Background: an optimization exercise with open tools, aiming at small area and a short achievable clock period. Do not read the settings as production practice. Function was not checked in any run shown here: the RTL went through the layout flow alone.

<file path="flow/design.v">
module Systolic_array (
    input clk, reset,
    input [7:0] in_a, in_b,
    output reg [16:0] out_c
);
  wire pp1;
  assign pp1 = in_a[0] & in_b[0];
  wire pp2;
  assign pp2 = in_a[0] & in_b[1];
  wire pp3;
  assign pp3 = in_a[0] & in_b[2];
  wire pp4;
  assign pp4 = in_a[0] & in_b[3];
  wire pp5;
  assign pp5 = in_a[0] & in_b[4];
  wire pp6;
  assign pp6 = in_a[0] & in_b[5];
  wire pp7;
  assign pp7 = in_a[0] & in_b[6];
  wire pp8;
  assign pp8 = in_a[0] & in_b[7];
  wire pp9;
  assign pp9 = in_a[1] & in_b[0];
  wire pp10;
  assign pp10 = in_a[1] & in_b[1];
  wire pp11;
  assign pp11 = in_a[1] & in_b[2];
  wire pp12;
  assign pp12 = in_a[1] & in_b[3];
  wire pp13;
  assign pp13 = in_a[1] & in_b[4];
  wire pp14;
  assign pp14 = in_a[1] & in_b[5];
  wire pp15;
  assign pp15 = in_a[1] & in_b[6];
  wire pp16;
  assign pp16 = in_a[1] & in_b[7];
  wire pp17;
  assign pp17 = in_a[2] & in_b[0];
  wire pp18;
  assign pp18 = in_a[2] & in_b[1];
  wire pp19;
  assign pp19 = in_a[2] & in_b[2];
  wire pp20;
  assign pp20 = in_a[2] & in_b[3];
  wire pp21;
  assign pp21 = in_a[2] & in_b[4];
  wire pp22;
  assign pp22 = in_a[2] & in_b[5];
  wire pp23;
  assign pp23 = in_a[2] & in_b[6];
  wire pp24;
  assign pp24 = in_a[2] & in_b[7];
  wire pp25;
  assign pp25 = in_a[3] & in_b[0];
  wire pp26;
  assign pp26 = in_a[3] & in_b[1];
  wire pp27;
  assign pp27 = in_a[3] & in_b[2];
  wire pp28;
  assign pp28 = in_a[3] & in_b[3];
  wire pp29;
  assign pp29 = in_a[3] & in_b[4];
  wire pp30;
  assign pp30 = in_a[3] & in_b[5];
  wire pp31;
  assign pp31 = in_a[3] & in_b[6];
  wire pp32;
  assign pp32 = in_a[3] & in_b[7];
  wire pp33;
  assign pp33 = in_a[4] & in_b[0];
  wire pp34;
  assign pp34 = in_a[4] & in_b[1];
  wire pp35;
  assign pp35 = in_a[4] & in_b[2];
  wire pp36;
  assign pp36 = in_a[4] & in_b[3];
  wire pp37;
  assign pp37 = in_a[4] & in_b[4];
  wire pp38;
  assign pp38 = in_a[4] & in_b[5];
  wire pp39;
  assign pp39 = in_a[4] & in_b[6];
  wire pp40;
  assign pp40 = in_a[4] & in_b[7];
  wire pp41;
  assign pp41 = in_a[5] & in_b[0];
  wire pp42;
  assign pp42 = in_a[5] & in_b[1];
  wire pp43;
  assign pp43 = in_a[5] & in_b[2];
  wire pp44;
  assign pp44 = in_a[5] & in_b[3];
  wire pp45;
  assign pp45 = in_a[5] & in_b[4];
  wire pp46;
  assign pp46 = in_a[5] & in_b[5];
  wire pp47;
  assign pp47 = in_a[5] & in_b[6];
  wire pp48;
  assign pp48 = in_a[5] & in_b[7];
  wire pp49;
  assign pp49 = in_a[6] & in_b[0];
  wire pp50;
  assign pp50 = in_a[6] & in_b[1];
  wire pp51;
  assign pp51 = in_a[6] & in_b[2];
  wire pp52;
  assign pp52 = in_a[6] & in_b[3];
  wire pp53;
  assign pp53 = in_a[6] & in_b[4];
  wire pp54;
  assign pp54 = in_a[6] & in_b[5];
  wire pp55;
  assign pp55 = in_a[6] & in_b[6];
  wire pp56;
  assign pp56 = in_a[6] & in_b[7];
  wire pp57;
  assign pp57 = in_a[7] & in_b[0];
  wire pp58;
  assign pp58 = in_a[7] & in_b[1];
  wire pp59;
  assign pp59 = in_a[7] & in_b[2];
  wire pp60;
  assign pp60 = in_a[7] & in_b[3];
  wire pp61;
  assign pp61 = in_a[7] & in_b[4];
  wire pp62;
  assign pp62 = in_a[7] & in_b[5];
  wire pp63;
  assign pp63 = in_a[7] & in_b[6];
  wire pp64;
  assign pp64 = in_a[7] & in_b[7];
  wire s65;
  wire k66;
  mm_ha u66 (.a(out_c[5]), .b(pp6), .s(s65), .co(k66));
  wire s67;
  wire k68;
  mm_fa u68 (.a(out_c[6]), .b(pp7), .c(pp14), .s(s67), .co(k68));
  wire s69;
  wire k70;
  mm_ha u70 (.a(pp21), .b(pp28), .s(s69), .co(k70));
  wire s71;
  wire k72;
  mm_fa u72 (.a(out_c[7]), .b(pp8), .c(pp15), .s(s71), .co(k72));
  wire s73;
  wire k74;
  mm_fa u74 (.a(pp22), .b(pp29), .c(pp36), .s(s73), .co(k74));
  wire s75;
  wire k76;
  mm_ha u76 (.a(pp43), .b(pp50), .s(s75), .co(k76));
  wire s77;
  wire k78;
  mm_fa u78 (.a(out_c[8]), .b(pp16), .c(pp23), .s(s77), .co(k78));
  wire s79;
  wire k80;
  mm_fa u80 (.a(pp30), .b(pp37), .c(pp44), .s(s79), .co(k80));
  wire s81;
  wire k82;
  mm_ha u82 (.a(pp51), .b(pp58), .s(s81), .co(k82));
  wire s83;
  wire k84;
  mm_fa u84 (.a(out_c[9]), .b(pp24), .c(pp31), .s(s83), .co(k84));
  wire s85;
  wire k86;
  mm_fa u86 (.a(pp38), .b(pp45), .c(pp52), .s(s85), .co(k86));
  wire s87;
  wire k88;
  mm_fa u88 (.a(out_c[10]), .b(pp32), .c(pp39), .s(s87), .co(k88));
  wire s89;
  wire k90;
  mm_ha u90 (.a(out_c[3]), .b(pp4), .s(s89), .co(k90));
  wire s91;
  wire k92;
  mm_fa u92 (.a(out_c[4]), .b(pp5), .c(pp12), .s(s91), .co(k92));
  wire s93;
  wire k94;
  mm_ha u94 (.a(pp19), .b(pp26), .s(s93), .co(k94));
  wire s95;
  wire k96;
  mm_fa u96 (.a(pp13), .b(pp20), .c(pp27), .s(s95), .co(k96));
  wire s97;
  wire k98;
  mm_fa u98 (.a(pp34), .b(pp41), .c(s65), .s(s97), .co(k98));
  wire s99;
  wire k100;
  mm_fa u100 (.a(pp35), .b(pp42), .c(pp49), .s(s99), .co(k100));
  wire s101;
  wire k102;
  mm_fa u102 (.a(k66), .b(s69), .c(s67), .s(s101), .co(k102));
  wire s103;
  wire k104;
  mm_fa u104 (.a(pp57), .b(k70), .c(s75), .s(s103), .co(k104));
  wire s105;
  wire k106;
  mm_fa u106 (.a(k68), .b(s71), .c(s73), .s(s105), .co(k106));
  wire s107;
  wire k108;
  mm_fa u108 (.a(k76), .b(s81), .c(k72), .s(s107), .co(k108));
  wire s109;
  wire k110;
  mm_fa u110 (.a(k74), .b(s77), .c(s79), .s(s109), .co(k110));
  wire s111;
  wire k112;
  mm_fa u112 (.a(pp59), .b(k82), .c(k78), .s(s111), .co(k112));
  wire s113;
  wire k114;
  mm_fa u114 (.a(k80), .b(s83), .c(s85), .s(s113), .co(k114));
  wire s115;
  wire k116;
  mm_fa u116 (.a(pp46), .b(pp53), .c(pp60), .s(s115), .co(k116));
  wire s117;
  wire k118;
  mm_fa u118 (.a(k84), .b(k86), .c(s87), .s(s117), .co(k118));
  wire s119;
  wire k120;
  mm_fa u120 (.a(out_c[11]), .b(pp40), .c(pp47), .s(s119), .co(k120));
  wire s121;
  wire k122;
  mm_fa u122 (.a(pp54), .b(pp61), .c(k88), .s(s121), .co(k122));
  wire s123;
  wire k124;
  mm_fa u124 (.a(out_c[12]), .b(pp48), .c(pp55), .s(s123), .co(k124));
  wire s125;
  wire k126;
  mm_ha u126 (.a(out_c[2]), .b(pp3), .s(s125), .co(k126));
  wire s127;
  wire k128;
  mm_fa u128 (.a(pp11), .b(pp18), .c(pp25), .s(s127), .co(k128));
  wire s129;
  wire k130;
  mm_fa u130 (.a(pp33), .b(k90), .c(s93), .s(s129), .co(k130));
  wire s131;
  wire k132;
  mm_fa u132 (.a(k94), .b(k92), .c(s95), .s(s131), .co(k132));
  wire s133;
  wire k134;
  mm_fa u134 (.a(k96), .b(s99), .c(k98), .s(s133), .co(k134));
  wire s135;
  wire k136;
  mm_fa u136 (.a(k100), .b(s103), .c(k102), .s(s135), .co(k136));
  wire s137;
  wire k138;
  mm_fa u138 (.a(k104), .b(s107), .c(k106), .s(s137), .co(k138));
  wire s139;
  wire k140;
  mm_fa u140 (.a(k108), .b(s111), .c(k110), .s(s139), .co(k140));
  wire s141;
  wire k142;
  mm_fa u142 (.a(s115), .b(k112), .c(k114), .s(s141), .co(k142));
  wire s143;
  wire k144;
  mm_fa u144 (.a(k116), .b(s119), .c(s121), .s(s143), .co(k144));
  wire s145;
  wire k146;
  mm_fa u146 (.a(pp62), .b(k120), .c(s123), .s(s145), .co(k146));
  wire s147;
  wire k148;
  mm_fa u148 (.a(out_c[13]), .b(pp56), .c(pp63), .s(s147), .co(k148));
  wire s149;
  wire k150;
  mm_ha u150 (.a(out_c[1]), .b(pp2), .s(s149), .co(k150));
  wire s151;
  wire k152;
  mm_fa u152 (.a(pp10), .b(pp17), .c(s125), .s(s151), .co(k152));
  wire s153;
  wire k154;
  mm_fa u154 (.a(k126), .b(s89), .c(s127), .s(s153), .co(k154));
  wire s155;
  wire k156;
  mm_fa u156 (.a(k128), .b(s91), .c(s129), .s(s155), .co(k156));
  wire s157;
  wire k158;
  mm_fa u158 (.a(k130), .b(s97), .c(s131), .s(s157), .co(k158));
  wire s159;
  wire k160;
  mm_fa u160 (.a(k132), .b(s101), .c(s133), .s(s159), .co(k160));
  wire s161;
  wire k162;
  mm_fa u162 (.a(s105), .b(k134), .c(s135), .s(s161), .co(k162));
  wire s163;
  wire k164;
  mm_fa u164 (.a(s109), .b(k136), .c(s137), .s(s163), .co(k164));
  wire s165;
  wire k166;
  mm_fa u166 (.a(s113), .b(k138), .c(s139), .s(s165), .co(k166));
  wire s167;
  wire k168;
  mm_fa u168 (.a(s117), .b(k140), .c(s141), .s(s167), .co(k168));
  wire s169;
  wire k170;
  mm_fa u170 (.a(k118), .b(k142), .c(s143), .s(s169), .co(k170));
  wire s171;
  wire k172;
  mm_fa u172 (.a(k122), .b(s145), .c(k144), .s(s171), .co(k172));
  wire s173;
  wire k174;
  mm_fa u174 (.a(k124), .b(s147), .c(k146), .s(s173), .co(k174));
  wire s175;
  wire k176;
  mm_fa u176 (.a(out_c[14]), .b(pp64), .c(k148), .s(s175), .co(k176));
  wire s177;
  wire k178;
  mm_ha u178 (.a(out_c[0]), .b(pp1), .s(s177), .co(k178));
  wire s179;
  wire k180;
  mm_fa u180 (.a(pp9), .b(k178), .c(s149), .s(s179), .co(k180));
  wire s181;
  wire k182;
  mm_fa u182 (.a(k150), .b(k180), .c(s151), .s(s181), .co(k182));
  wire [13:0] cx = {out_c[16], out_c[15], s175, s173, s171, s169, s167, s165, s163, s161, s159, s157, s155, s153};
  wire [13:0] cy = {1'b0, k176, k174, k172, k170, k168, k166, k164, k162, k160, k158, k156, k154, k152};
  wire s183;
  wire k184;
  mm_ha u184 (.a(s153), .b(k152), .s(s183), .co(k184));
  wire s185;
  wire k186;
  mm_ha u186 (.a(s155), .b(k154), .s(s185), .co(k186));
  wire s187;
  wire k188;
  mm_ha u188 (.a(s157), .b(k156), .s(s187), .co(k188));
  wire s189;
  wire k190;
  mm_ha u190 (.a(s159), .b(k158), .s(s189), .co(k190));
  wire s191;
  wire k192;
  mm_ha u192 (.a(s161), .b(k160), .s(s191), .co(k192));
  wire s193;
  wire k194;
  mm_ha u194 (.a(s163), .b(k162), .s(s193), .co(k194));
  wire s195;
  wire k196;
  mm_ha u196 (.a(s165), .b(k164), .s(s195), .co(k196));
  wire s197;
  wire k198;
  mm_ha u198 (.a(s167), .b(k166), .s(s197), .co(k198));
  wire s199;
  wire k200;
  mm_ha u200 (.a(s169), .b(k168), .s(s199), .co(k200));
  wire s201;
  wire k202;
  mm_ha u202 (.a(s171), .b(k170), .s(s201), .co(k202));
  wire s203;
  wire k204;
  mm_ha u204 (.a(s173), .b(k172), .s(s203), .co(k204));
  wire s205;
  wire k206;
  mm_ha u206 (.a(s175), .b(k174), .s(s205), .co(k206));
  wire s207;
  wire k208;
  mm_ha u208 (.a(out_c[15]), .b(k176), .s(s207), .co(k208));
  wire g209;
  assign g209 = k184 | (s183 & k182);
  wire g210;
  assign g210 = k186 | (s185 & g209);
  wire p211;
  assign p211 = s185 & s183;
  wire g212;
  assign g212 = k188 | (s187 & k186);
  wire p213;
  assign p213 = s187 & s185;
  wire g214;
  assign g214 = k190 | (s189 & k188);
  wire p215;
  assign p215 = s189 & s187;
  wire g216;
  assign g216 = k192 | (s191 & k190);
  wire p217;
  assign p217 = s191 & s189;
  wire g218;
  assign g218 = k194 | (s193 & k192);
  wire p219;
  assign p219 = s193 & s191;
  wire g220;
  assign g220 = k196 | (s195 & k194);
  wire p221;
  assign p221 = s195 & s193;
  wire g222;
  assign g222 = k198 | (s197 & k196);
  wire p223;
  assign p223 = s197 & s195;
  wire g224;
  assign g224 = k200 | (s199 & k198);
  wire p225;
  assign p225 = s199 & s197;
  wire g226;
  assign g226 = k202 | (s201 & k200);
  wire p227;
  assign p227 = s201 & s199;
  wire g228;
  assign g228 = k204 | (s203 & k202);
  wire p229;
  assign p229 = s203 & s201;
  wire g230;
  assign g230 = k206 | (s205 & k204);
  wire p231;
  assign p231 = s205 & s203;
  wire g232;
  assign g232 = k208 | (s207 & k206);
  wire p233;
  assign p233 = s207 & s205;
  wire g234;
  assign g234 = 1'b0 | (out_c[16] & k208);
  wire p235;
  assign p235 = out_c[16] & s207;
  wire g236;
  assign g236 = g212 | (p213 & g209);
  wire p237;
  assign p237 = p213 & s183;
  wire g238;
  assign g238 = g214 | (p215 & g210);
  wire p239;
  assign p239 = p215 & p211;
  wire g240;
  assign g240 = g216 | (p217 & g212);
  wire p241;
  assign p241 = p217 & p213;
  wire g242;
  assign g242 = g218 | (p219 & g214);
  wire p243;
  assign p243 = p219 & p215;
  wire g244;
  assign g244 = g220 | (p221 & g216);
  wire p245;
  assign p245 = p221 & p217;
  wire g246;
  assign g246 = g222 | (p223 & g218);
  wire p247;
  assign p247 = p223 & p219;
  wire g248;
  assign g248 = g224 | (p225 & g220);
  wire p249;
  assign p249 = p225 & p221;
  wire g250;
  assign g250 = g226 | (p227 & g222);
  wire p251;
  assign p251 = p227 & p223;
  wire g252;
  assign g252 = g228 | (p229 & g224);
  wire p253;
  assign p253 = p229 & p225;
  wire g254;
  assign g254 = g230 | (p231 & g226);
  wire p255;
  assign p255 = p231 & p227;
  wire g256;
  assign g256 = g232 | (p233 & g228);
  wire p257;
  assign p257 = p233 & p229;
  wire g258;
  assign g258 = g234 | (p235 & g230);
  wire p259;
  assign p259 = p235 & p231;
  wire g260;
  assign g260 = g240 | (p241 & g209);
  wire p261;
  assign p261 = p241 & s183;
  wire g262;
  assign g262 = g242 | (p243 & g210);
  wire p263;
  assign p263 = p243 & p211;
  wire g264;
  assign g264 = g244 | (p245 & g236);
  wire p265;
  assign p265 = p245 & p237;
  wire g266;
  assign g266 = g246 | (p247 & g238);
  wire p267;
  assign p267 = p247 & p239;
  wire g268;
  assign g268 = g248 | (p249 & g240);
  wire p269;
  assign p269 = p249 & p241;
  wire g270;
  assign g270 = g250 | (p251 & g242);
  wire p271;
  assign p271 = p251 & p243;
  wire g272;
  assign g272 = g252 | (p253 & g244);
  wire p273;
  assign p273 = p253 & p245;
  wire g274;
  assign g274 = g254 | (p255 & g246);
  wire p275;
  assign p275 = p255 & p247;
  wire g276;
  assign g276 = g256 | (p257 & g248);
  wire p277;
  assign p277 = p257 & p249;
  wire g278;
  assign g278 = g258 | (p259 & g250);
  wire p279;
  assign p279 = p259 & p251;
  wire g280;
  assign g280 = g268 | (p269 & g209);
  wire p281;
  assign p281 = p269 & s183;
  wire g282;
  assign g282 = g270 | (p271 & g210);
  wire p283;
  assign p283 = p271 & p211;
  wire g284;
  assign g284 = g272 | (p273 & g236);
  wire p285;
  assign p285 = p273 & p237;
  wire g286;
  assign g286 = g274 | (p275 & g238);
  wire p287;
  assign p287 = p275 & p239;
  wire g288;
  assign g288 = g276 | (p277 & g260);
  wire p289;
  assign p289 = p277 & p261;
  wire g290;
  assign g290 = g278 | (p279 & g262);
  wire p291;
  assign p291 = p279 & p263;
  wire [16:0] sum = {(out_c[16] ^ g288), (s207 ^ g286), (s205 ^ g284), (s203 ^ g282), (s201 ^ g280), (s199 ^ g266), (s197 ^ g264), (s195 ^ g262), (s193 ^ g260), (s191 ^ g238), (s189 ^ g236), (s187 ^ g210), (s185 ^ g209), (s183 ^ k182), s181, s179, s177};
  always @(posedge clk or posedge reset) begin
    if (reset)
      out_c <= 17'b0;
    else
      out_c <= sum;
  end
endmodule
module Systolic_array_int (
    input clk, reset,
    input [7:0] in_a, in_b,
    output reg [16:0] out_c
);
  wire pp1;
  assign pp1 = in_a[0] & in_b[0];
  wire pp2;
  assign pp2 = in_a[0] & in_b[1];
  wire pp3;
  assign pp3 = in_a[0] & in_b[2];
  wire pp4;
  assign pp4 = in_a[0] & in_b[3];
  wire pp5;
  assign pp5 = in_a[0] & in_b[4];
  wire pp6;
  assign pp6 = in_a[0] & in_b[5];
  wire pp7;
  assign pp7 = in_a[0] & in_b[6];
  wire pp8;
  assign pp8 = in_a[0] & in_b[7];
  wire pp9;
  assign pp9 = in_a[1] & in_b[0];
  wire pp10;
  assign pp10 = in_a[1] & in_b[1];
  wire pp11;
  assign pp11 = in_a[1] & in_b[2];
  wire pp12;
  assign pp12 = in_a[1] & in_b[3];
  wire pp13;
  assign pp13 = in_a[1] & in_b[4];
  wire pp14;
  assign pp14 = in_a[1] & in_b[5];
  wire pp15;
  assign pp15 = in_a[1] & in_b[6];
  wire pp16;
  assign pp16 = in_a[1] & in_b[7];
  wire pp17;
  assign pp17 = in_a[2] & in_b[0];
  wire pp18;
  assign pp18 = in_a[2] & in_b[1];
  wire pp19;
  assign pp19 = in_a[2] & in_b[2];
  wire pp20;
  assign pp20 = in_a[2] & in_b[3];
  wire pp21;
  assign pp21 = in_a[2] & in_b[4];
  wire pp22;
  assign pp22 = in_a[2] & in_b[5];
  wire pp23;
  assign pp23 = in_a[2] & in_b[6];
  wire pp24;
  assign pp24 = in_a[2] & in_b[7];
  wire pp25;
  assign pp25 = in_a[3] & in_b[0];
  wire pp26;
  assign pp26 = in_a[3] & in_b[1];
  wire pp27;
  assign pp27 = in_a[3] & in_b[2];
  wire pp28;
  assign pp28 = in_a[3] & in_b[3];
  wire pp29;
  assign pp29 = in_a[3] & in_b[4];
  wire pp30;
  assign pp30 = in_a[3] & in_b[5];
  wire pp31;
  assign pp31 = in_a[3] & in_b[6];
  wire pp32;
  assign pp32 = in_a[3] & in_b[7];
  wire pp33;
  assign pp33 = in_a[4] & in_b[0];
  wire pp34;
  assign pp34 = in_a[4] & in_b[1];
  wire pp35;
  assign pp35 = in_a[4] & in_b[2];
  wire pp36;
  assign pp36 = in_a[4] & in_b[3];
  wire pp37;
  assign pp37 = in_a[4] & in_b[4];
  wire pp38;
  assign pp38 = in_a[4] & in_b[5];
  wire pp39;
  assign pp39 = in_a[4] & in_b[6];
  wire pp40;
  assign pp40 = in_a[4] & in_b[7];
  wire pp41;
  assign pp41 = in_a[5] & in_b[0];
  wire pp42;
  assign pp42 = in_a[5] & in_b[1];
  wire pp43;
  assign pp43 = in_a[5] & in_b[2];
  wire pp44;
  assign pp44 = in_a[5] & in_b[3];
  wire pp45;
  assign pp45 = in_a[5] & in_b[4];
  wire pp46;
  assign pp46 = in_a[5] & in_b[5];
  wire pp47;
  assign pp47 = in_a[5] & in_b[6];
  wire pp48;
  assign pp48 = in_a[5] & in_b[7];
  wire pp49;
  assign pp49 = in_a[6] & in_b[0];
  wire pp50;
  assign pp50 = in_a[6] & in_b[1];
  wire pp51;
  assign pp51 = in_a[6] & in_b[2];
  wire pp52;
  assign pp52 = in_a[6] & in_b[3];
  wire pp53;
  assign pp53 = in_a[6] & in_b[4];
  wire pp54;
  assign pp54 = in_a[6] & in_b[5];
  wire pp55;
  assign pp55 = in_a[6] & in_b[6];
  wire pp56;
  assign pp56 = in_a[6] & in_b[7];
  wire pp57;
  assign pp57 = in_a[7] & in_b[0];
  wire pp58;
  assign pp58 = in_a[7] & in_b[1];
  wire pp59;
  assign pp59 = in_a[7] & in_b[2];
  wire pp60;
  assign pp60 = in_a[7] & in_b[3];
  wire pp61;
  assign pp61 = in_a[7] & in_b[4];
  wire pp62;
  assign pp62 = in_a[7] & in_b[5];
  wire pp63;
  assign pp63 = in_a[7] & in_b[6];
  wire pp64;
  assign pp64 = in_a[7] & in_b[7];
  wire s65;
  wire k66;
  mm_ha u66 (.a(out_c[5]), .b(pp6), .s(s65), .co(k66));
  wire s67;
  wire k68;
  mm_fa u68 (.a(out_c[6]), .b(pp7), .c(pp14), .s(s67), .co(k68));
  wire s69;
  wire k70;
  mm_ha u70 (.a(pp21), .b(pp28), .s(s69), .co(k70));
  wire s71;
  wire k72;
  mm_fa u72 (.a(out_c[7]), .b(pp8), .c(pp15), .s(s71), .co(k72));
  wire s73;
  wire k74;
  mm_fa u74 (.a(pp22), .b(pp29), .c(pp36), .s(s73), .co(k74));
  wire s75;
  wire k76;
  mm_ha u76 (.a(pp43), .b(pp50), .s(s75), .co(k76));
  wire s77;
  wire k78;
  mm_fa u78 (.a(out_c[8]), .b(pp16), .c(pp23), .s(s77), .co(k78));
  wire s79;
  wire k80;
  mm_fa u80 (.a(pp30), .b(pp37), .c(pp44), .s(s79), .co(k80));
  wire s81;
  wire k82;
  mm_ha u82 (.a(pp51), .b(pp58), .s(s81), .co(k82));
  wire s83;
  wire k84;
  mm_fa u84 (.a(out_c[9]), .b(pp24), .c(pp31), .s(s83), .co(k84));
  wire s85;
  wire k86;
  mm_fa u86 (.a(pp38), .b(pp45), .c(pp52), .s(s85), .co(k86));
  wire s87;
  wire k88;
  mm_fa u88 (.a(out_c[10]), .b(pp32), .c(pp39), .s(s87), .co(k88));
  wire s89;
  wire k90;
  mm_ha u90 (.a(out_c[3]), .b(pp4), .s(s89), .co(k90));
  wire s91;
  wire k92;
  mm_fa u92 (.a(out_c[4]), .b(pp5), .c(pp12), .s(s91), .co(k92));
  wire s93;
  wire k94;
  mm_ha u94 (.a(pp19), .b(pp26), .s(s93), .co(k94));
  wire s95;
  wire k96;
  mm_fa u96 (.a(pp13), .b(pp20), .c(pp27), .s(s95), .co(k96));
  wire s97;
  wire k98;
  mm_fa u98 (.a(pp34), .b(pp41), .c(s65), .s(s97), .co(k98));
  wire s99;
  wire k100;
  mm_fa u100 (.a(pp35), .b(pp42), .c(pp49), .s(s99), .co(k100));
  wire s101;
  wire k102;
  mm_fa u102 (.a(k66), .b(s69), .c(s67), .s(s101), .co(k102));
  wire s103;
  wire k104;
  mm_fa u104 (.a(pp57), .b(k70), .c(s75), .s(s103), .co(k104));
  wire s105;
  wire k106;
  mm_fa u106 (.a(k68), .b(s71), .c(s73), .s(s105), .co(k106));
  wire s107;
  wire k108;
  mm_fa u108 (.a(k76), .b(s81), .c(k72), .s(s107), .co(k108));
  wire s109;
  wire k110;
  mm_fa u110 (.a(k74), .b(s77), .c(s79), .s(s109), .co(k110));
  wire s111;
  wire k112;
  mm_fa u112 (.a(pp59), .b(k82), .c(k78), .s(s111), .co(k112));
  wire s113;
  wire k114;
  mm_fa u114 (.a(k80), .b(s83), .c(s85), .s(s113), .co(k114));
  wire s115;
  wire k116;
  mm_fa u116 (.a(pp46), .b(pp53), .c(pp60), .s(s115), .co(k116));
  wire s117;
  wire k118;
  mm_fa u118 (.a(k84), .b(k86), .c(s87), .s(s117), .co(k118));
  wire s119;
  wire k120;
  mm_fa u120 (.a(out_c[11]), .b(pp40), .c(pp47), .s(s119), .co(k120));
  wire s121;
  wire k122;
  mm_fa u122 (.a(pp54), .b(pp61), .c(k88), .s(s121), .co(k122));
  wire s123;
  wire k124;
  mm_fa u124 (.a(out_c[12]), .b(pp48), .c(pp55), .s(s123), .co(k124));
  wire s125;
  wire k126;
  mm_ha u126 (.a(out_c[2]), .b(pp3), .s(s125), .co(k126));
  wire s127;
  wire k128;
  mm_fa u128 (.a(pp11), .b(pp18), .c(pp25), .s(s127), .co(k128));
  wire s129;
  wire k130;
  mm_fa u130 (.a(pp33), .b(k90), .c(s93), .s(s129), .co(k130));
  wire s131;
  wire k132;
  mm_fa u132 (.a(k94), .b(k92), .c(s95), .s(s131), .co(k132));
  wire s133;
  wire k134;
  mm_fa u134 (.a(k96), .b(s99), .c(k98), .s(s133), .co(k134));
  wire s135;
  wire k136;
  mm_fa u136 (.a(k100), .b(s103), .c(k102), .s(s135), .co(k136));
  wire s137;
  wire k138;
  mm_fa u138 (.a(k104), .b(s107), .c(k106), .s(s137), .co(k138));
  wire s139;
  wire k140;
  mm_fa u140 (.a(k108), .b(s111), .c(k110), .s(s139), .co(k140));
  wire s141;
  wire k142;
  mm_fa u142 (.a(s115), .b(k112), .c(k114), .s(s141), .co(k142));
  wire s143;
  wire k144;
  mm_fa u144 (.a(k116), .b(s119), .c(s121), .s(s143), .co(k144));
  wire s145;
  wire k146;
  mm_fa u146 (.a(pp62), .b(k120), .c(s123), .s(s145), .co(k146));
  wire s147;
  wire k148;
  mm_fa u148 (.a(out_c[13]), .b(pp56), .c(pp63), .s(s147), .co(k148));
  wire s149;
  wire k150;
  mm_ha u150 (.a(out_c[1]), .b(pp2), .s(s149), .co(k150));
  wire s151;
  wire k152;
  mm_fa u152 (.a(pp10), .b(pp17), .c(s125), .s(s151), .co(k152));
  wire s153;
  wire k154;
  mm_fa u154 (.a(k126), .b(s89), .c(s127), .s(s153), .co(k154));
  wire s155;
  wire k156;
  mm_fa u156 (.a(k128), .b(s91), .c(s129), .s(s155), .co(k156));
  wire s157;
  wire k158;
  mm_fa u158 (.a(k130), .b(s97), .c(s131), .s(s157), .co(k158));
  wire s159;
  wire k160;
  mm_fa u160 (.a(k132), .b(s101), .c(s133), .s(s159), .co(k160));
  wire s161;
  wire k162;
  mm_fa u162 (.a(s105), .b(k134), .c(s135), .s(s161), .co(k162));
  wire s163;
  wire k164;
  mm_fa u164 (.a(s109), .b(k136), .c(s137), .s(s163), .co(k164));
  wire s165;
  wire k166;
  mm_fa u166 (.a(s113), .b(k138), .c(s139), .s(s165), .co(k166));
  wire s167;
  wire k168;
  mm_fa u168 (.a(s117), .b(k140), .c(s141), .s(s167), .co(k168));
  wire s169;
  wire k170;
  mm_fa u170 (.a(k118), .b(k142), .c(s143), .s(s169), .co(k170));
  wire s171;
  wire k172;
  mm_fa u172 (.a(k122), .b(s145), .c(k144), .s(s171), .co(k172));
  wire s173;
  wire k174;
  mm_fa u174 (.a(k124), .b(s147), .c(k146), .s(s173), .co(k174));
  wire s175;
  wire k176;
  mm_fa u176 (.a(out_c[14]), .b(pp64), .c(k148), .s(s175), .co(k176));
  wire s177;
  wire k178;
  mm_ha u178 (.a(out_c[0]), .b(pp1), .s(s177), .co(k178));
  wire s179;
  wire k180;
  mm_fa u180 (.a(pp9), .b(k178), .c(s149), .s(s179), .co(k180));
  wire s181;
  wire k182;
  mm_fa u182 (.a(k150), .b(k180), .c(s151), .s(s181), .co(k182));
  wire s183;
  wire k184;
  mm_fa u184 (.a(k152), .b(s153), .c(k182), .s(s183), .co(k184));
  wire s185;
  wire k186;
  mm_fa u186 (.a(k154), .b(s155), .c(k184), .s(s185), .co(k186));
  wire [11:0] cx = {out_c[16], out_c[15], s175, s173, s171, s169, s167, s165, s163, s161, s159, s157};
  wire [11:0] cy = {1'b0, k176, k174, k172, k170, k168, k166, k164, k162, k160, k158, k156};
  wire [11:0] cs = cx + cy + k186;
  wire [16:0] sum = {cs[11], cs[10], cs[9], cs[8], cs[7], cs[6], cs[5], cs[4], cs[3], cs[2], cs[1], cs[0], s185, s183, s181, s179, s177};
  always @(posedge clk or posedge reset) begin
    if (reset)
      out_c <= 17'b0;
    else
      out_c <= sum;
  end
endmodule
module mm_fa (input a, b, c, output s, co);
  assign s = a ^ b ^ c;
  assign co = (a & b) | (c & (a ^ b));
endmodule
module mm_ha (input a, b, output s, co);
  assign s = a ^ b;
  assign co = a & b;
endmodule
module Matrix_Multiplication (
  input clk, reset,
  input [7:0] a1, a2, a3, a4, b1, b2, b3, b4,
  output [16:0] c1, c2, c3, c4, c5, c6, c7, c8, c9, c10, c11, c12, c13, c14, c15, c16
);
  reg [7:0] ad1_0, ad1_1, ad1_2, ad1_3, ad2_0, ad2_1, ad2_2, ad2_3, ad3_0, ad3_1, ad3_2, ad3_3;
  reg [7:0] bd1_0, bd1_1, bd1_2, bd1_3, bd2_0, bd2_1, bd2_2, bd2_3, bd3_0, bd3_1, bd3_2, bd3_3;
  wire [7:0] ad0_0 = a1, ad0_1 = a2, ad0_2 = a3, ad0_3 = a4;
  wire [7:0] bd0_0 = b1, bd0_1 = b2, bd0_2 = b3, bd0_3 = b4;
  always @(posedge clk or posedge reset) begin
    if (reset) begin
      ad1_0 <= 8'b00000000;
      ad1_1 <= 8'b00000000;
      ad1_2 <= 8'b00000000;
      ad1_3 <= 8'b00000000;
      ad2_0 <= 8'b00000000;
      ad2_1 <= 8'b00000000;
      ad2_2 <= 8'b00000000;
      ad2_3 <= 8'b00000000;
      ad3_0 <= 8'b00000000;
      ad3_1 <= 8'b00000000;
      ad3_2 <= 8'b00000000;
      ad3_3 <= 8'b00000000;
      bd1_0 <= 8'b00000000;
      bd1_1 <= 8'b00000000;
      bd1_2 <= 8'b00000000;
      bd1_3 <= 8'b00000000;
      bd2_0 <= 8'b00000000;
      bd2_1 <= 8'b00000000;
      bd2_2 <= 8'b00000000;
      bd2_3 <= 8'b00000000;
      bd3_0 <= 8'b00000000;
      bd3_1 <= 8'b00000000;
      bd3_2 <= 8'b00000000;
      bd3_3 <= 8'b00000000;
    end else begin
      ad1_0 <= ad0_0;
      ad1_1 <= ad0_1;
      ad1_2 <= ad0_2;
      ad1_3 <= ad0_3;
      ad2_0 <= ad1_0;
      ad2_1 <= ad1_1;
      ad2_2 <= ad1_2;
      ad2_3 <= ad1_3;
      ad3_0 <= ad2_0;
      ad3_1 <= ad2_1;
      ad3_2 <= ad2_2;
      ad3_3 <= ad2_3;
      bd1_0 <= bd0_0;
      bd1_1 <= bd0_1;
      bd1_2 <= bd0_2;
      bd1_3 <= bd0_3;
      bd2_0 <= bd1_0;
      bd2_1 <= bd1_1;
      bd2_2 <= bd1_2;
      bd2_3 <= bd1_3;
      bd3_0 <= bd2_0;
      bd3_1 <= bd2_1;
      bd3_2 <= bd2_2;
      bd3_3 <= bd2_3;
    end
  end
  Systolic_array B1 (.clk(clk), .reset(reset), .in_a(ad0_0), .in_b(bd0_0), .out_c(c1));
  Systolic_array B2 (.clk(clk), .reset(reset), .in_a(ad0_1), .in_b(bd1_0), .out_c(c2));
  Systolic_array B3 (.clk(clk), .reset(reset), .in_a(ad0_2), .in_b(bd2_0), .out_c(c3));
  Systolic_array B4 (.clk(clk), .reset(reset), .in_a(ad0_3), .in_b(bd3_0), .out_c(c4));
  Systolic_array B5 (.clk(clk), .reset(reset), .in_a(ad1_0), .in_b(bd0_1), .out_c(c5));
  Systolic_array_int B6 (.clk(clk), .reset(reset), .in_a(ad1_1), .in_b(bd1_1), .out_c(c6));
  Systolic_array_int B7 (.clk(clk), .reset(reset), .in_a(ad1_2), .in_b(bd2_1), .out_c(c7));
  Systolic_array_int B8 (.clk(clk), .reset(reset), .in_a(ad1_3), .in_b(bd3_1), .out_c(c8));
  Systolic_array B9 (.clk(clk), .reset(reset), .in_a(ad2_0), .in_b(bd0_2), .out_c(c9));
  Systolic_array_int B10 (.clk(clk), .reset(reset), .in_a(ad2_1), .in_b(bd1_2), .out_c(c10));
  Systolic_array_int B11 (.clk(clk), .reset(reset), .in_a(ad2_2), .in_b(bd2_2), .out_c(c11));
  Systolic_array_int B12 (.clk(clk), .reset(reset), .in_a(ad2_3), .in_b(bd3_2), .out_c(c12));
  Systolic_array B13 (.clk(clk), .reset(reset), .in_a(ad3_0), .in_b(bd0_3), .out_c(c13));
  Systolic_array_int B14 (.clk(clk), .reset(reset), .in_a(ad3_1), .in_b(bd1_3), .out_c(c14));
  Systolic_array_int B15 (.clk(clk), .reset(reset), .in_a(ad3_2), .in_b(bd2_3), .out_c(c15));
  Systolic_array_int B16 (.clk(clk), .reset(reset), .in_a(ad3_3), .in_b(bd3_3), .out_c(c16));
endmodule
</file>
<file path="flow/flow/run.sh">
#!/bin/bash
set -uo pipefail
export BUFFER_PORTS_ARGS="-buffer_cell sky130_fd_sc_hd__buf_1"
bash standard.sh > flow_standard.log 2>&1
</file>
<file path="flow/standard.sh">
#!/bin/bash
# synth_recipe.tcl (not shown) runs the flow's synth.tcl, then flattens the netlist and writes it again
# the make line also repeats each setting of config.mk as NAME=value (left out here)
make -C /OpenROAD-flow-scripts/flow DESIGN_CONFIG=/design/flow/config.mk WORK_HOME=/design/flow/orfs CLKGATE_MAP_FILE= SYNTH_SCRIPT=/design/flow/synth_recipe.tcl "${@:-finish}"
</file>
<file path="flow/config.mk">
export PLATFORM = sky130hd
export DESIGN_NAME = Matrix_Multiplication
export DESIGN_NICKNAME = Matrix_Multiplication
export VERILOG_FILES = /design/flow/design.v
export SDC_FILE = /design/flow/constraint.sdc
export NUM_CORES = 4
export LEC_CHECK = 0
export CAP_MARGIN = 20
export CORE_MARGIN = 2
export CORE_UTILIZATION = 40
export SETUP_SLACK_MARGIN = 2.0
export SLEW_MARGIN = 20
export SYNTH_HIERARCHICAL = 1
export SYNTH_MINIMUM_KEEP_SIZE = 0
</file>
<file path="flow/constraint.sdc">
create_clock -name core_clock -period 6.5 [get_ports {clk}]
set_input_delay 1.3000 -clock core_clock [delete_from_list [all_inputs] [get_ports {clk}]]
set_output_delay 1.3000 -clock core_clock [all_outputs]
set_load 0.01 [all_outputs]
</file>
==> out/qor.csv, run 1 <==
metric,value,unit
grt-ovfl-total,0,
hold_viol,0,
synth_top_area_share,37.0,%
final_max_slew_viol_count,0,
synthTopCellsByArea,"fa_1, dfrtp_1, and2_1",
min_from,B3.out_c[16],
finalCriticalPeriod,4.40,ns
post_drt_wl_per_cell,20.8,um
n_antenna_cell,0,
rrSetupSlack,2.14,ns
reg2reg_from,bd2_3[2],
drt_iter0_drc,1287,
synth.distinct_cells,42,
wirelength_met1,48600,um
nets,5212,
crit_type,primary input to register,
worstSetupStartpointType,primary input,
cts-root-buf,clkbuf_16,
fillers,10300,
netlist_instances,3560,
syn_area,0.0452,mm^2
endpoint_kind,register,
track_usage,20.7,%
seqCellArea,0.0117,mm^2
drive_gt1_share,8.45,%
slew_headroom,35.1,%
dp_cells,5379,
cts_tree,built,
clock-sinks,464,
die_h,340,um
final_cells,5524,
clk-insertion-delay-late,0.64,ns
ios,338,
cts_buffer_depth,3,
fmax,227,MHz
core,0.112,mm^2
hold_depth,1,
dr.pass1.iters,5,
multi_input_area,0.0333,mm^2
via_count,28500,
cp.arrival,4.91,ns
async_flop_share,100,%
grt_pass1_wl,187000,um
antenna_left,0,
viasPerCell,5.16,
required,7.00,ns
fin_hold_ws,0.471,ns
synth-seq-area-share,25.7,%
status,finished clean,
fin_crit_sh,67.8,%
route.met3.wl,6750,um
fp-row-count,123,
r2r_cells,14,
antenna_found_initial,0,
ys_ff_latch,464,
yosysTopAreaCell,fa_1,
syn_to_final_growth,12.7,%
synth_edf_count,0,
dr_wl_met2,56000,um
synth_common_cells,"and2_1, fa_1, dfrtp_1",
path_clk_slew,0.06,ns
hold_class,register to register,
final_cell_area,0.0509,mm^2
avgSynthCellArea,12.7,um^2
reg2reg_to,B15.out_c[13],
setup_viol,0,
max_slew.worst_pin.slew,0.973,ns
hold_path_end,B3.out_c[16],
finalWirelength,115000,um
finClkSkew,0.0234,ns
ctsHoldBuffers,0,
die-area,0.116,mm^2
grt_pass1_vias,32500,
cts_buffers,66,
fin_tns_setup,0,ns
dp_hpwl,91400,um
yosysMostFrequentCell,and2_1,
final_util,45.4,%
ys.warnings.count,9,
rsz0062_at_grt,false,
port_buffers,337,
highest-signal-layer,met4,
syn_nets,4801,
start_util,40.3,%
grt_max_degree,108,
drv_cap,0,
place_congestion,0.868,
die_x,340,um
placed_area,0.0483,mm^2
synthFlopType,dfrtp_1,
worstPathMaxFanout,9,
h-tree-depth,3,
drcViolationCount,0,
-- Yosys stat by module, one instance, submodules excluded --
| module | cells | flops+latches |
|---|---|---|
| Matrix_Multiplication | 193 | 192 |
| Systolic_array_int | 142 | 17 |
| mm_fa | 1 | 0 |
| Systolic_array | 148 | 17 |
| mm_ha | 1 | 0 |
-- repair_timing --
item | in CTS | in global routing
buffers inserted | 0 | 24
resized for setup | 12 | 104
pin swaps | 0 | 5
setup endpoints to repair | 11 | 57
gates cloned | 0 | 0
-- layout make-up --
type                    instances  share of cell area, %
clock inverters                34                  0.867
flip-flops and latches        464                   22.9
multi-input cells            3022                   65.5
inverters                      53                  0.398
clock buffers                  87                   3.70
repair buffers                364                   2.99
well taps                    1500                   3.69
-- flip-flops by register name, summed over array words and instances (netlist names), 17 cells and up --
signal     count
B11.out_c     17
B16.out_c     17
B10.out_c     17
B1.out_c      17
B8.out_c      17
B12.out_c     17
B4.out_c      17
B5.out_c      17
B15.out_c     17
B3.out_c      17
B14.out_c     17
B9.out_c      17
B7.out_c      17
B2.out_c      17
B6.out_c      17
B13.out_c     17
-- layout by cell type, fill, tap and decap left out, types with 11 or more instances in the layout --
cell / instances
nand3_1: 28
fa_2: 28
a21oi_2: 21
and2_1: 1033
clkbuf_8: 11
inv_1: 52
o21ai_0: 39
and4_1: 16
nand2_1: 51
ha_1: 339
clkbuf_16: 68
o211ai_1: 14
a21oi_1: 107
o31ai_1: 14
nor2_1: 66
nor2b_1: 32
clkinv_2: 11
a21o_1: 37
dfrtp_2: 39
fa_1: 808
buf_4: 20
clkbuf_2: 48
nor3_1: 16
xor2_1: 67
and3_1: 23
dfrtp_1: 425
a31oi_1: 21
xnor2_1: 91
buf_1: 290
o21a_1: 27
-- worst max-delay path, cell delays in order --
cell	delay (ns)
clkbuf_2	0.15
and2_1	0.20
fa_1	0.46
fa_1	0.46
fa_1	0.51
fa_1	0.41
ha_1	0.39
a21oi_1	0.28
o21ai_0	0.22
a31oi_1	0.25
o31ai_1	0.12
xor2_1	0.15
-- layer usage --
layer	global-route usage [%]	vias to the layer above
met5	0	-
met4	6.19	0
met3	4.87	165
met2	34.4	526
met1	27.1	15200
li1	-	12600
-- cell families after synthesis --
logic type | after synthesis | share of synthesized area (%)
XOR/XNOR | 158 | 3.06
AO/OA/AOI/OAI | 385 | 6.59
buffers and inverters | 74 | 0.673
AND/OR/NAND/NOR | 1304 | 17.5
flip-flops | 464 | 25.7
adder cells (fa/ha/maj) | 1175 | 46.4
-- how the worst max path moves through the flow --
stage	slack, ns	startpoint	end	cells past startpoint
2_1_floorplan	2.01	a1[1]	B1.out_c[14]	11
3_3_place_gp	1.41	b3[6]	B9.out_c[16]	12
3_5_place_dp	1.35	b3[6]	B9.out_c[16]	12
4_1_cts	1.99	bd1_2[1]	B10.out_c[13]	14
5_1_grt	2.01	a4[7]	B4.out_c[16]	12
6_report	2.10	a1[2]	B1.out_c[14]	12
-- per-stage QoR --
step | setup WS [ns]
after floorplan | 2.01
after global placement | 1.41
after detailed placement | 1.35
after CTS | 1.99
after global routing | 2.01
final | 2.10
==> inputs of run 2 (changes only) <==
--- a/flow/design.v
+++ b/flow/design.v
@@ -306,9 +306,9 @@
   wire k180;
   mm_fa u180 (.a(pp9), .b(k178), .c(s149), .s(s179), .co(k180));
+  wire [14:0] cx = {out_c[16], out_c[15], s175, s173, s171, s169, s167, s165, s163, s161, s159, s157, s155, s153, s151};
+  wire [14:0] cy = {1'b0, k176, k174, k172, k170, k168, k166, k164, k162, k160, k158, k156, k154, k152, k150};
   wire s181;
   wire k182;
-  mm_fa u182 (.a(k150), .b(k180), .c(s151), .s(s181), .co(k182));
-  wire [13:0] cx = {out_c[16], out_c[15], s175, s173, s171, s169, s167, s165, s163, s161, s159, s157, s155, s153};
-  wire [13:0] cy = {1'b0, k176, k174, k172, k170, k168, k166, k164, k162, k160, k158, k156, k154, k152};
+  mm_ha u182 (.a(s151), .b(k150), .s(s181), .co(k182));
   wire s183;
   wire k184;
@@ -351,9 +351,9 @@
   mm_ha u208 (.a(out_c[15]), .b(k176), .s(s207), .co(k208));
   wire g209;
-  assign g209 = k184 | (s183 & k182);
+  assign g209 = k182 | (s181 & k180);
   wire g210;
-  assign g210 = k186 | (s185 & g209);
+  assign g210 = k184 | (s183 & g209);
   wire p211;
-  assign p211 = s185 & s183;
+  assign p211 = s183 & s181;
   wire g212;
   assign g212 = k188 | (s187 & k186);
@@ -361,160 +361,108 @@
   assign p213 = s187 & s185;
   wire g214;
-  assign g214 = k190 | (s189 & k188);
+  assign g214 = k192 | (s191 & k190);
   wire p215;
-  assign p215 = s189 & s187;
+  assign p215 = s191 & s189;
   wire g216;
-  assign g216 = k192 | (s191 & k190);
+  assign g216 = k196 | (s195 & k194);
   wire p217;
-  assign p217 = s191 & s189;
+  assign p217 = s195 & s193;
   wire g218;
-  assign g218 = k194 | (s193 & k192);
+  assign g218 = k200 | (s199 & k198);
   wire p219;
-  assign p219 = s193 & s191;
+  assign p219 = s199 & s197;
   wire g220;
-  assign g220 = k196 | (s195 & k194);
+  assign g220 = k204 | (s203 & k202);
   wire p221;
-  assign p221 = s195 & s193;
+  assign p221 = s203 & s201;
   wire g222;
-  assign g222 = k198 | (s197 & k196);
+  assign g222 = k208 | (s207 & k206);
   wire p223;
-  assign p223 = s197 & s195;
+  assign p223 = s207 & s205;
   wire g224;
-  assign g224 = k200 | (s199 & k198);
+  assign g224 = k186 | (s185 & g210);
   wire p225;
-  assign p225 = s199 & s197;
+  assign p225 = s185 & p211;
   wire g226;
-  assign g226 = k202 | (s201 & k200);
+  assign g226 = g212 | (p213 & g210);
   wire p227;
-  assign p227 = s201 & s199;
+  assign p227 = p213 & p211;
   wire g228;
-  assign g228 = k204 | (s203 & k202);
+  assign g228 = k194 | (s193 & g214);
   wire p229;
-  assign p229 = s203 & s201;
+  assign p229 = s193 & p215;
   wire g230;
-  assign g230 = k206 | (s205 & k204);
+  assign g230 = g216 | (p217 & g214);
   wire p231;
-  assign p231 = s205 & s203;
+  assign p231 = p217 & p215;
   wire g232;
-  assign g232 = k208 | (s207 & k206);
+  assign g232 = k202 | (s201 & g218);
   wire p233;
-  assign p233 = s207 & s205;
+  assign p233 = s201 & p219;
   wire g234;
-  assign g234 = 1'b0 | (out_c[16] & k208);
+  assign g234 = g220 | (p221 & g218);
   wire p235;
-  assign p235 = out_c[16] & s207;
+  assign p235 = p221 & p219;
   wire g236;
-  assign g236 = g212 | (p213 & g209);
+  assign g236 = 1'b0 | (out_c[16] & g222);
   wire p237;
-  assign p237 = p213 & s183;
+  assign p237 = out_c[16] & p223;
   wire g238;
-  assign g238 = g214 | (p215 & g210);
+  assign g238 = k190 | (s189 & g226);
   wire p239;
-  assign p239 = p215 & p211;
+  assign p239 = s189 & p227;
   wire g240;
-  assign g240 = g216 | (p217 & g212);
+  assign g240 = g214 | (p215 & g226);
   wire p241;
-  assign p241 = p217 & p213;
+  assign p241 = p215 & p227;
   wire g242;
-  assign g242 = g218 | (p219 & g214);
+  assign g242 = g228 | (p229 & g226);
   wire p243;
-  assign p243 = p219 & p215;
+  assign p243 = p229 & p227;
   wire g244;
-  assign g244 = g220 | (p221 & g216);
+  assign g244 = g230 | (p231 & g226);
   wire p245;
-  assign p245 = p221 & p217;
+  assign p245 = p231 & p227;
   wire g246;
-  assign g246 = g222 | (p223 & g218);
+  assign g246 = k206 | (s205 & g234);
   wire p247;
-  assign p247 = p223 & p219;
+  assign p247 = s205 & p235;
   wire g248;
-  assign g248 = g224 | (p225 & g220);
+  assign g248 = g222 | (p223 & g234);
   wire p249;
-  assign p249 = p225 & p221;
+  assign p249 = p223 & p235;
   wire g250;
-  assign g250 = g226 | (p227 & g222);
+  assign g250 = g236 | (p237 & g234);
   wire p251;
-  assign p251 = p227 & p223;
+  assign p251 = p237 & p235;
   wire g252;
-  assign g252 = g228 | (p229 & g224);
+  assign g252 = k198 | (s197 & g244);
   wire p253;
-  assign p253 = p229 & p225;
+  assign p253 = s197 & p245;
   wire g254;
-  assign g254 = g230 | (p231 & g226);
+  assign g254 = g218 | (p219 & g244);
   wire p255;
-  assign p255 = p231 & p227;
+  assign p255 = p219 & p245;
   wire g256;
-  assign g256 = g232 | (p233 & g228);
+  assign g256 = g232 | (p233 & g244);
   wire p257;
-  assign p257 = p233 & p229;
+  assign p257 = p233 & p245;
   wire g258;
-  assign g258 = g234 | (p235 & g230);
+  assign g258 = g234 | (p235 & g244);
   wire p259;
-  assign p259 = p235 & p231;
+  assign p259 = p235 & p245;
   wire g260;
-  assign g260 = g240 | (p241 & g209);
+  assign g260 = g246 | (p247 & g244);
   wire p261;
-  assign p261 = p241 & s183;
+  assign p261 = p247 & p245;
   wire g262;
-  assign g262 = g242 | (p243 & g210);
+  assign g262 = g248 | (p249 & g244);
   wire p263;
-  assign p263 = p243 & p211;
+  assign p263 = p249 & p245;
   wire g264;
-  assign g264 = g244 | (p245 & g236);
+  assign g264 = g250 | (p251 & g244);
   wire p265;
-  assign p265 = p245 & p237;
-  wire g266;
-  assign g266 = g246 | (p247 & g238);
-  wire p267;
-  assign p267 = p247 & p239;
-  wire g268;
-  assign g268 = g248 | (p249 & g240);
-  wire p269;
-  assign p269 = p249 & p241;
-  wire g270;
-  assign g270 = g250 | (p251 & g242);
-  wire p271;
-  assign p271 = p251 & p243;
-  wire g272;
-  assign g272 = g252 | (p253 & g244);
-  wire p273;
-  assign p273 = p253 & p245;
-  wire g274;
-  assign g274 = g254 | (p255 & g246);
-  wire p275;
-  assign p275 = p255 & p247;
-  wire g276;
-  assign g276 = g256 | (p257 & g248);
-  wire p277;
-  assign p277 = p257 & p249;
-  wire g278;
-  assign g278 = g258 | (p259 & g250);
-  wire p279;
-  assign p279 = p259 & p251;
-  wire g280;
-  assign g280 = g268 | (p269 & g209);
-  wire p281;
-  assign p281 = p269 & s183;
-  wire g282;
-  assign g282 = g270 | (p271 & g210);
-  wire p283;
-  assign p283 = p271 & p211;
-  wire g284;
-  assign g284 = g272 | (p273 & g236);
-  wire p285;
-  assign p285 = p273 & p237;
-  wire g286;
-  assign g286 = g274 | (p275 & g238);
-  wire p287;
-  assign p287 = p275 & p239;
-  wire g288;
-  assign g288 = g276 | (p277 & g260);
-  wire p289;
-  assign p289 = p277 & p261;
-  wire g290;
-  assign g290 = g278 | (p279 & g262);
-  wire p291;
-  assign p291 = p279 & p263;
-  wire [16:0] sum = {(out_c[16] ^ g288), (s207 ^ g286), (s205 ^ g284), (s203 ^ g282), (s201 ^ g280), (s199 ^ g266), (s197 ^ g264), (s195 ^ g262), (s193 ^ g260), (s191 ^ g238), (s189 ^ g236), (s187 ^ g210), (s185 ^ g209), (s183 ^ k182), s181, s179, s177};
+  assign p265 = p251 & p245;
+  wire [16:0] sum = {(out_c[16] ^ g262), (s207 ^ g260), (s205 ^ g258), (s203 ^ g256), (s201 ^ g254), (s199 ^ g252), (s197 ^ g244), (s195 ^ g242), (s193 ^ g240), (s191 ^ g238), (s189 ^ g226), (s187 ^ g224), (s185 ^ g210), (s183 ^ g209), (s181 ^ k180), s179, s177};
   always @(posedge clk or posedge reset) begin
     if (reset)
@@ -842,6 +790,120 @@
   wire [11:0] cx = {out_c[16], out_c[15], s175, s173, s171, s169, s167, s165, s163, s161, s159, s157};
   wire [11:0] cy = {1'b0, k176, k174, k172, k170, k168, k166, k164, k162, k160, k158, k156};
-  wire [11:0] cs = cx + cy + k186;
-  wire [16:0] sum = {cs[11], cs[10], cs[9], cs[8], cs[7], cs[6], cs[5], cs[4], cs[3], cs[2], cs[1], cs[0], s185, s183, s181, s179, s177};
+  wire s187;
+  wire k188;
+  mm_ha u188 (.a(s157), .b(k156), .s(s187), .co(k188));
+  wire s189;
+  wire k190;
+  mm_ha u190 (.a(s159), .b(k158), .s(s189), .co(k190));
+  wire s191;
+  wire k192;
+  mm_ha u192 (.a(s161), .b(k160), .s(s191), .co(k192));
+  wire s193;
+  wire k194;
+  mm_ha u194 (.a(s163), .b(k162), .s(s193), .co(k194));
+  wire s195;
+  wire k196;
+  mm_ha u196 (.a(s165), .b(k164), .s(s195), .co(k196));
+  wire s197;
+  wire k198;
+  mm_ha u198 (.a(s167), .b(k166), .s(s197), .co(k198));
+  wire s199;
+  wire k200;
+  mm_ha u200 (.a(s169), .b(k168), .s(s199), .co(k200));
+  wire s201;
+  wire k202;
+  mm_ha u202 (.a(s171), .b(k170), .s(s201), .co(k202));
+  wire s203;
+  wire k204;
+  mm_ha u204 (.a(s173), .b(k172), .s(s203), .co(k204));
+  wire s205;
+  wire k206;
+  mm_ha u206 (.a(s175), .b(k174), .s(s205), .co(k206));
+  wire s207;
+  wire k208;
+  mm_ha u208 (.a(out_c[15]), .b(k176), .s(s207), .co(k208));
+  wire g209;
+  assign g209 = k188 | (s187 & k186);
+  wire g210;
+  assign g210 = k190 | (s189 & g209);
+  wire p211;
+  assign p211 = s189 & s187;
+  wire g212;
+  assign g212 = k194 | (s193 & k192);
+  wire p213;
+  assign p213 = s193 & s191;
+  wire g214;
+  assign g214 = k198 | (s197 & k196);
+  wire p215;
+  assign p215 = s197 & s195;
+  wire g216;
+  assign g216 = k202 | (s201 & k200);
+  wire p217;
+  assign p217 = s201 & s199;
+  wire g218;
+  assign g218 = k206 | (s205 & k204);
+  wire p219;
+  assign p219 = s205 & s203;
+  wire g220;
+  assign g220 = 1'b0 | (out_c[16] & k208);
+  wire p221;
+  assign p221 = out_c[16] & s207;
+  wire g222;
+  assign g222 = k192 | (s191 & g210);
+  wire p223;
+  assign p223 = s191 & p211;
+  wire g224;
+  assign g224 = g212 | (p213 & g210);
+  wire p225;
+  assign p225 = p213 & p211;
+  wire g226;
+  assign g226 = k200 | (s199 & g214);
+  wire p227;
+  assign p227 = s199 & p215;
+  wire g228;
+  assign g228 = g216 | (p217 & g214);
+  wire p229;
+  assign p229 = p217 & p215;
+  wire g230;
+  assign g230 = k208 | (s207 & g218);
+  wire p231;
+  assign p231 = s207 & p219;
+  wire g232;
+  assign g232 = g220 | (p221 & g218);
+  wire p233;
+  assign p233 = p221 & p219;
+  wire g234;
+  assign g234 = k196 | (s195 & g224);
+  wire p235;
+  assign p235 = s195 & p225;
+  wire g236;
+  assign g236 = g214 | (p215 & g224);
+  wire p237;
+  assign p237 = p215 & p225;
+  wire g238;
+  assign g238 = g226 | (p227 & g224);
+  wire p239;
+  assign p239 = p227 & p225;
+  wire g240;
+  assign g240 = g228 | (p229 & g224);
+  wire p241;
+  assign p241 = p229 & p225;
+  wire g242;
+  assign g242 = k204 | (s203 & g240);
+  wire p243;
+  assign p243 = s203 & p241;
+  wire g244;
+  assign g244 = g218 | (p219 & g240);
+  wire p245;
+  assign p245 = p219 & p241;
+  wire g246;
+  assign g246 = g230 | (p231 & g240);
+  wire p247;
+  assign p247 = p231 & p241;
+  wire g248;
+  assign g248 = g232 | (p233 & g240);
+  wire p249;
+  assign p249 = p233 & p241;
+  wire [16:0] sum = {(out_c[16] ^ g246), (s207 ^ g244), (s205 ^ g242), (s203 ^ g240), (s201 ^ g238), (s199 ^ g236), (s197 ^ g234), (s195 ^ g224), (s193 ^ g222), (s191 ^ g210), (s189 ^ g209), (s187 ^ k186), s185, s183, s181, s179, s177};
   always @(posedge clk or posedge reset) begin
     if (reset)
==> out/qor.csv, run 2 <==
metric,value,unit,change
status,finished clean,,
finalCriticalPeriod,4.38,ns,-0.0222 ns
cts_buffers,60,,-9.1%
h-tree-depth,2,,-1
die-area,0.112,mm^2,-2.8%
ctsHoldBuffers,0,,unchanged
fin_hold_ws,0.471,ns,+0.000167 ns
nets,5185,,-0.52%
via_count,27300,,-4.1%
grt-ovfl-total,0,,unchanged
final_max_slew_viol_count,0,,unchanged
synthFlopType,dfrtp_1,,
synth.distinct_cells,33,,-21%
rsz0062_at_grt,false,,
clk-insertion-delay-late,0.68,ns,+0.04 ns
port_buffers,337,,unchanged
drive_gt1_share,12.2,%,+3.8 points
core,0.109,mm^2,-3.0%
most-common-layout-cells,"and2_1, fa_1, dfrtp_1",,
antenna_found_initial,0,,unchanged
endpoint_kind,register,,
synth_edf_count,0,,unchanged
die_x,335,um,-1.4%
die_h,335,um,-1.4%
syn_nets,4722,,-1.6%
worstPathMaxFanout,9,,unchanged
dp_hpwl,89700,um,-1.8%
cts-root-buf,clkbuf_16,,
grt_max_degree,129,,+19%
required,7.05,ns,+0.05 ns
finalWirelength,113000,um,-1.3%
hold_class,register to register,,
fmax,228,MHz,+0.51%
synth-seq-area-share,26.5,%,+0.76 points
placed_area,0.0474,mm^2,-1.7%
cts_buffer_depth,3,,unchanged
cp.arrival,4.94,ns,+0.03 ns
cts_tree,built,,
grt_pass1_wl,184000,um,-1.8%
drcViolationCount,0,,unchanged
async_flop_share,100,%,unchanged
setup_viol,0,,unchanged
place_congestion,0.854,,-1.6%
synth_top_area_share,37.0,%,-0.042 points
slew_headroom,44.1,%,+9.0 points
final_cell_area,0.0504,mm^2,-1.1%
final_common_cell,and2_1,,
drt_iter0_drc,1094,,-15%
viasPerCell,5.11,,-0.94%
syn_to_final_growth,14.8,%,
netlist_instances,3424,,-3.8%
drv_cap,0,,unchanged
fin_crit_sh,67.4,%,-0.34 points
dr.pass1.iters,5,,unchanged
final_util,46.3,%,+0.87 points
fillers,9824,,-4.8%
synthTopCellsByArea,"fa_1, dfrtp_1, and2_1",,
synth_common_cells,"and2_1, fa_1, dfrtp_1",,
yosysMostFrequentCell,and2_1,,
yosysTopAreaCell,fa_1,,
worstSetupStartpointType,primary input,,
track_usage,21.2,%,+0.50 points
grt_pass1_vias,31700,,-2.4%
post_drt_wl_per_cell,21.2,um,+1.9%
avgSynthCellArea,12.8,um^2,+0.98%
hold_viol,0,,unchanged
fin_tns_setup,0,ns,unchanged
ios,338,,unchanged
antenna_left,0,,unchanged
ys_ff_latch,464,,unchanged
syn_area,0.0439,mm^2,-2.9%
max_slew.worst_pin.slew,0.839,ns,-0.134 ns
finClkSkew,0.0237,ns,+0.000255 ns
fp-row-count,121,,-1.6%
start_util,40.3,%,about the same
clock-sinks,464,,unchanged
crit_type,primary input to register,,
ys.warnings.count,9,,unchanged
path_clk_slew,0.06,ns,about the same
[run 2: cell type report]
cell class                      instances  area, um^2  area share (%)
Tap cell                             1414        1770            3.51
Sequential cell                       464       11700            23.2
Antenna cell                            1        2.50         0.00497
Clock inverter                         23         353           0.701
Inverter                               45         173           0.343
Timing Repair Buffer                  401        1830            3.63
Multi-Input combinational cell       2915       32800            65.2
Clock buffer                           84        1740            3.46
[run 2: final timing paths]
| check | from | end | slack [ns] | cells after the start |
|---|---|---|---|---|
| setup / recovery | b2[3] | B5.out_c[11] | 2.12 | 15 |
| min in group asynchronous | reset | B2.out_c[0] | 1.13 | 3 |
| max in group asynchronous | reset | ad1_1[0] | 4.51 | 4 |
| hold / removal | B11.out_c[16] | B11.out_c[16] | 0.47 | 1 |
| setup reg to reg | bd1_1[2] | B6.out_c[16] | 2.15 | 15 |
| hold reg to reg | B11.out_c[16] | B11.out_c[16] | 0.47 | 1 |
[run 2: modules after synthesis, one instance, submodules excluded]
module                 cells  copies in the design  cell area, um^2
Systolic_array_int       119                     9             1090
Systolic_array           144                     7             1250
mm_fa                      1                   811             20.0
Matrix_Multiplication    193                     1             4810
mm_ha                      1                   341             12.5
[run 2: critical path, cell delays in order]
cell and delay [ns]:
clkbuf_2 0.20, and2_4 0.20, fa_1 0.50, fa_2 0.38, fa_1 0.50, fa_1 0.51, ha_4 0.32, nand3_2 0.08
a21oi_2 0.27, or2_1 0.19, o21ai_1 0.08, nand2b_1 0.08, ha_2 0.17, nor2_2 0.04, xnor2_1 0.11
[run 2: per-stage QoR]
| stage | std cells | setup slack [ns] |
|---|---|---|
| 2_1_floorplan | 3424 | 1.94 |
| 3_3_place_gp | 5180 | 1.26 |
| 3_5_place_dp | 5180 | 1.21 |
| 4_1_cts | 5315 | 1.99 |
| 5_1_grt | 5346 | 1.94 |
| 6_report | 5347 | 2.12 |
[run 2: layer usage]
metal / track usage (%) / wire, um / share of wire, %
met3: 3.72 / 5590 / 4.9
met4: 6.10 / 3220 / 2.8
met1: 27.9 / 48400 / 43
met2: 36.0 / 55900 / 49
met5: 0 / 0 / 0
[run 2: cell families (layout without fill, tap and decap cells)]
logic type | count (synthesis) | after routing | share of synthesized area (%)
flops | 464 | 464 | 26.5
simple gates | 1336 | 1336 | 17.8
fa+ha+maj | 1232 | 1232 | 49.0
xor+xnor | 110 | 110 | 2.20
other cells | 0 | 1 | 0
compound gates | 237 | 237 | 4.10
buf+inv | 45 | 553 | 0.385
[run 2: timing repair]
action,CTS,global route
resized for setup,33,133
buffers inserted,28,31
setup endpoints to repair,36,75
pin swaps,11,45

## what the ideal ports hide
How much do the figures lean on ideal ports? The routed layouts below were timed once more, with nothing changed but the port constraints.
Step 1: set_driving_cell puts a clkbuf_16 on clk and a buf_2 on each other input, an assumption about the parent block.
Step 2 moves the port delays by t, midway between the first and last clock arrival at a register: inputs arrive t later, outputs are due t later. That takes back most of the time a late clock gives input paths.
Three values: no drivers, after step 1, after step 2; two values: the first two.
run	t (ns)	setup slack, ns	latest minus earliest clock arrival (ns)	worst slew at a driven data input, ns
run 1	0.704	2.095 / 2.144 / 1.439	0.029 / 0.029	0.05
run 2	0.734	2.118 / 2.145 / 1.432	0.033 / 0.033	0.06
After both steps setup and hold are still met in every run listed. For run 2, which loses most, drivers alone change the setup slack by +0.027 ns; drivers and shift together by -0.686 ns.
